Background: an optimization exercise with open tools, aiming at small area. Do not read the settings as production practice. Power is estimated from default activity; no workload was simulated.

==> inputs of job 2469 <==
==> flow/design.v <==
`timescale 1ns / 1ps
`default_nettype none
module dmi_jtag (
    input  logic i_clk,
    input  logic i_tms,
    input  logic i_td,
    output logic o_td
);
    localparam logic [3:0] EXIT2_DR = 4'h0, EXIT1_DR = 4'h1, SHIFT_DR = 4'h2,
        PAUSE_DR = 4'h3, SELECT_IR = 4'h4, UPDATE_DR = 4'h5, CAPTURE_DR = 4'h6,
        SELECT_DR = 4'h7, EXIT2_IR = 4'h8, EXIT1_IR = 4'h9, SHIFT_IR = 4'hA,
        PAUSE_IR = 4'hB, RUN_IDLE = 4'hC, UPDATE_IR = 4'hD, CAPTURE_IR = 4'hE,
        TEST_RESET = 4'hF;
    logic [3:0] state, next_state;
    logic [31:0] sr;       
    logic [40:0] dmi;      
    logic sel_s;           
    logic sel_b;           
    logic err;             
    logic tdo;
    always_comb begin
        case (state)
            TEST_RESET: next_state = i_tms ? TEST_RESET : RUN_IDLE;
            RUN_IDLE:   next_state = i_tms ? SELECT_DR  : RUN_IDLE;
            SELECT_DR:  next_state = i_tms ? SELECT_IR  : CAPTURE_DR;
            CAPTURE_DR: next_state = i_tms ? EXIT1_DR   : SHIFT_DR;
            SHIFT_DR:   next_state = i_tms ? EXIT1_DR   : SHIFT_DR;
            EXIT1_DR:   next_state = i_tms ? UPDATE_DR  : PAUSE_DR;
            PAUSE_DR:   next_state = i_tms ? EXIT2_DR   : PAUSE_DR;
            EXIT2_DR:   next_state = i_tms ? UPDATE_DR  : SHIFT_DR;
            UPDATE_DR:  next_state = i_tms ? SELECT_DR  : RUN_IDLE;
            SELECT_IR:  next_state = i_tms ? TEST_RESET : CAPTURE_IR;
            CAPTURE_IR: next_state = i_tms ? EXIT1_IR   : SHIFT_IR;
            SHIFT_IR:   next_state = i_tms ? EXIT1_IR   : SHIFT_IR;
            EXIT1_IR:   next_state = i_tms ? UPDATE_IR  : PAUSE_IR;
            PAUSE_IR:   next_state = i_tms ? EXIT2_IR   : PAUSE_IR;
            EXIT2_IR:   next_state = i_tms ? UPDATE_IR  : SHIFT_IR;
            default:    next_state = i_tms ? SELECT_DR  : RUN_IDLE;  
        endcase
    end
    always_ff @(posedge i_clk)
        state <= next_state;
    wire tlr    = (state == TEST_RESET);
    wire sh_dr  = (state == SHIFT_DR);
    wire sh_ir  = (state == SHIFT_IR);
    wire upd_dr = (state == UPDATE_DR);
    wire upd_ir = (state == UPDATE_IR);
    wire sel_id    = sel_s & sel_b;
    wire sel_dtmcs = sel_s & ~sel_b;
    wire sel_dmi   = ~sel_s & sel_b;
    wire n_sh_dr  = (next_state == SHIFT_DR);
    wire n_sh_ir  = (next_state == SHIFT_IR);
    wire n_cap_dr = (next_state == CAPTURE_DR);
    wire n_cap_ir = (next_state == CAPTURE_IR);
    logic s_sh, s_hold, s_inv, ld_ir, ld_dt, ld_err, d_sh, d_hold;
    always_ff @(posedge i_clk) begin
        s_sh   <= n_sh_dr | n_sh_ir;
        s_hold <= ~(n_sh_dr | n_sh_ir | n_cap_dr | n_cap_ir);
        s_inv  <= n_sh_dr & sel_id;
        ld_ir  <= n_cap_ir;
        ld_dt  <= n_cap_dr & sel_dtmcs;
        ld_err <= n_cap_dr & sel_dtmcs & err;
        d_sh   <= n_sh_dr & sel_dmi;
        d_hold <= ~((next_state == TEST_RESET) | (n_sh_dr & sel_dmi));
    end
    logic [31:0] ld;
    always_comb begin
        ld = '0;
        ld[27] = ld_ir;
        ld[29] = ld_ir;
        ld[10] = ld_err;
        ld[18] = ld_dt;
        ld[22] = ld_dt;
        ld[23] = ld_dt;
        ld[24] = ld_dt;
        ld[28] = ld_dt;
    end
    always_ff @(posedge i_clk)
        sr <= ld | ({32{s_sh}} & {i_td ^ s_inv, sr[31:1]}) | ({32{s_hold}} & sr);
    always_ff @(posedge i_clk)
        dmi <= ({41{d_sh}} & {i_td, dmi[40:1]}) | ({41{d_hold}} & dmi);
    wire ir_id    = (sr[31:27] == 5'h01);
    wire ir_dtmcs = (sr[31:27] == 5'h10);
    wire ir_dmi   = (sr[31:27] == 5'h11);
    always_ff @(negedge i_clk) begin
        if (tlr) begin
            sel_s <= 1'b1;
            sel_b <= 1'b1;
        end else if (upd_ir) begin
            sel_s <= ir_id | ir_dtmcs;
            sel_b <= ir_id | ir_dmi;
        end
    end
    always_ff @(negedge i_clk) begin
        if (tlr)
            err <= 1'b0;
        else if (upd_dr) begin
            if (sel_dtmcs && (sr[15] || sr[14]))
                err <= 1'b0;
            else if (sel_dmi)
                err <= 1'b1;
        end
    end
    always_ff @(negedge i_clk)
        tdo <= (sh_ir & sr[27]) |
               (sh_dr & sel_s & (sr[0] ^ sel_b)) |
               (sh_dr & sel_dmi & dmi[0]);
    assign o_td = tdo;
endmodule
==> flow/run.sh <==
#!/bin/bash
# synth_recipe.tcl (not shown) runs the flow's synth.tcl, then flattens the netlist and writes it again
# the make line also repeats each setting of config.mk as NAME=value (left out here)
make -C /OpenROAD-flow-scripts/flow DESIGN_CONFIG=/design/flow/config.mk WORK_HOME=/design/flow/orfs CLKGATE_MAP_FILE= SYNTH_SCRIPT=/design/flow/synth_recipe.tcl finish
==> flow/config.mk <==
export PLATFORM = sky130hd
export DESIGN_NAME = dmi_jtag
export DESIGN_NICKNAME = dmi_jtag
export VERILOG_FILES = /design/flow/design.v
export SDC_FILE = /design/flow/constraint.sdc
export NUM_CORES = 4
export LEC_CHECK = 0
export ABC_AREA = 0
export CAP_MARGIN = 20
export CORE_MARGIN = 2
export CORE_UTILIZATION = 40
export CTS_BUF_LIST = sky130_fd_sc_hd__clkbuf_8
export CTS_CLUSTER_DIAMETER = 500
export CTS_CLUSTER_SIZE = 100
export SLEW_MARGIN = 20
==> flow/constraint.sdc <==
create_clock -name core_clock -period 8.0 [get_ports {i_clk}]
set_input_delay 1.6000 -clock core_clock [delete_from_list [all_inputs] [get_ports {i_clk}]]
set_output_delay 1.6000 -clock core_clock [all_outputs]
set_load 0.01 [all_outputs]
==> inputs of job 2633, as changes to job 2469 <==
--- a/flow/design.v
+++ b/flow/design.v
@@ -42,5 +42,7 @@
         state <= next_state;
-    wire tlr    = (state == TEST_RESET);
-    wire sh_dr  = (state == SHIFT_DR);
-    wire sh_ir  = (state == SHIFT_IR);
+    wire tlr   = (state == TEST_RESET);
+    wire cap_dr = (state == CAPTURE_DR);
+    wire cap_ir = (state == CAPTURE_IR);
+    wire sh_dr = (state == SHIFT_DR);
+    wire sh_ir = (state == SHIFT_IR);
     wire upd_dr = (state == UPDATE_DR);
@@ -50,36 +52,29 @@
     wire sel_dmi   = ~sel_s & sel_b;
-    wire n_sh_dr  = (next_state == SHIFT_DR);
-    wire n_sh_ir  = (next_state == SHIFT_IR);
-    wire n_cap_dr = (next_state == CAPTURE_DR);
-    wire n_cap_ir = (next_state == CAPTURE_IR);
-    logic s_sh, s_hold, s_inv, ld_ir, ld_dt, ld_err, d_sh, d_hold;
-    always_ff @(posedge i_clk) begin
-        s_sh   <= n_sh_dr | n_sh_ir;
-        s_hold <= ~(n_sh_dr | n_sh_ir | n_cap_dr | n_cap_ir);
-        s_inv  <= n_sh_dr & sel_id;
-        ld_ir  <= n_cap_ir;
-        ld_dt  <= n_cap_dr & sel_dtmcs;
-        ld_err <= n_cap_dr & sel_dtmcs & err;
-        d_sh   <= n_sh_dr & sel_dmi;
-        d_hold <= ~((next_state == TEST_RESET) | (n_sh_dr & sel_dmi));
-    end
-    logic [31:0] ld;
-    always_comb begin
-        ld = '0;
-        ld[27] = ld_ir;
-        ld[29] = ld_ir;
-        ld[10] = ld_err;
-        ld[18] = ld_dt;
-        ld[22] = ld_dt;
-        ld[23] = ld_dt;
-        ld[24] = ld_dt;
-        ld[28] = ld_dt;
-    end
+    wire s_sh   = sh_dr | sh_ir;
+    wire s_hold = ~(s_sh | cap_dr | cap_ir);
+    wire ld_id  = cap_dr & sel_b;                  
+    wire [31:0] ld;
+    genvar gi;
+    generate
+        for (gi = 0; gi < 32; gi = gi + 1) begin : g_ld
+            if (gi == 0 || gi == 2)
+                assign ld[gi] = ld_id | cap_ir;
+            else if (gi == 10)
+                assign ld[gi] = cap_dr & (sel_b | err);
+            else if (gi == 18 || gi == 22 || gi == 23 || gi == 24 || gi == 28)
+                assign ld[gi] = cap_dr;
+            else
+                assign ld[gi] = ld_id;
+        end
+    endgenerate
+    wire [31:0] s_in = {i_td, sr[31:6], sh_ir ? i_td : sr[5], sr[4:1]};
     always_ff @(posedge i_clk)
-        sr <= ld | ({32{s_sh}} & {i_td ^ s_inv, sr[31:1]}) | ({32{s_hold}} & sr);
+        sr <= ld | ({32{s_sh}} & s_in) | ({32{s_hold}} & sr);
+    wire d_sh   = sh_dr & sel_dmi;
+    wire d_hold = ~(tlr | d_sh);
     always_ff @(posedge i_clk)
         dmi <= ({41{d_sh}} & {i_td, dmi[40:1]}) | ({41{d_hold}} & dmi);
-    wire ir_id    = (sr[31:27] == 5'h01);
-    wire ir_dtmcs = (sr[31:27] == 5'h10);
-    wire ir_dmi   = (sr[31:27] == 5'h11);
+    wire ir_id    = (sr[4:0] == 5'h01);
+    wire ir_dtmcs = (sr[4:0] == 5'h10);
+    wire ir_dmi   = (sr[4:0] == 5'h11);
     always_ff @(negedge i_clk) begin
@@ -104,5 +99,3 @@
     always_ff @(negedge i_clk)
-        tdo <= (sh_ir & sr[27]) |
-               (sh_dr & sel_s & (sr[0] ^ sel_b)) |
-               (sh_dr & sel_dmi & dmi[0]);
+        tdo <= ((sh_ir | (sh_dr & sel_s)) & sr[0]) | (sh_dr & sel_dmi & dmi[0]);
     assign o_td = tdo;
- ABC_AREA: 0 -> 1
- CTS_BUF_LIST: sky130_fd_sc_hd__clkbuf_8 -> sky130_fd_sc_hd__clkbuf_4
- CTS_CLUSTER_DIAMETER: 500 -> 100
- CTS_CLUSTER_SIZE: 100 -> 30
==> qor summary <==
Synthesis-to-finish area growth: job 2469 10.1%; job 2633 6.32%
Mean number of vias per cell: job 2469 5.29; job 2633 4.77
Status: job 2469 complete, no violations; job 2633 complete, no violations
HPWL after detailed placement: job 2469 2.48 mm; job 2633 3.18 mm
Final Power: job 2469 1.08 mW; job 2633 1.08 mW
Clk Tree Root Cell: job 2469 clkbuf_8; job 2633 clkbuf_4
Compound-gate portion of the synthesized area: job 2469 0.283; job 2633 0.0285
Clock-pin slew on the worst setup and hold paths: job 2469 0.08 ns; job 2633 0.12 ns
Total met2 wirelength after detailed routing: job 2469 1.78 mm; job 2633 2.29 mm
Synth Instances: job 2469 244; job 2633 408
Core area: job 2469 7140 sq um; job 2633 7330 sq um
Simple logic cell fraction of the synthesized area: job 2469 0.0597; job 2633 0.374
Setup Skew: job 2469 0.0534 ns; job 2633 0.0327 ns
Post-synthesis cell type count: job 2469 38; job 2633 21
GR Util All Layers: job 2469 0.127; job 2633 0.136
Combinational logic power: job 2469 154 uW; job 2633 288 uW
Function was not checked in any run of this note: the RTL went through the layout flow alone.
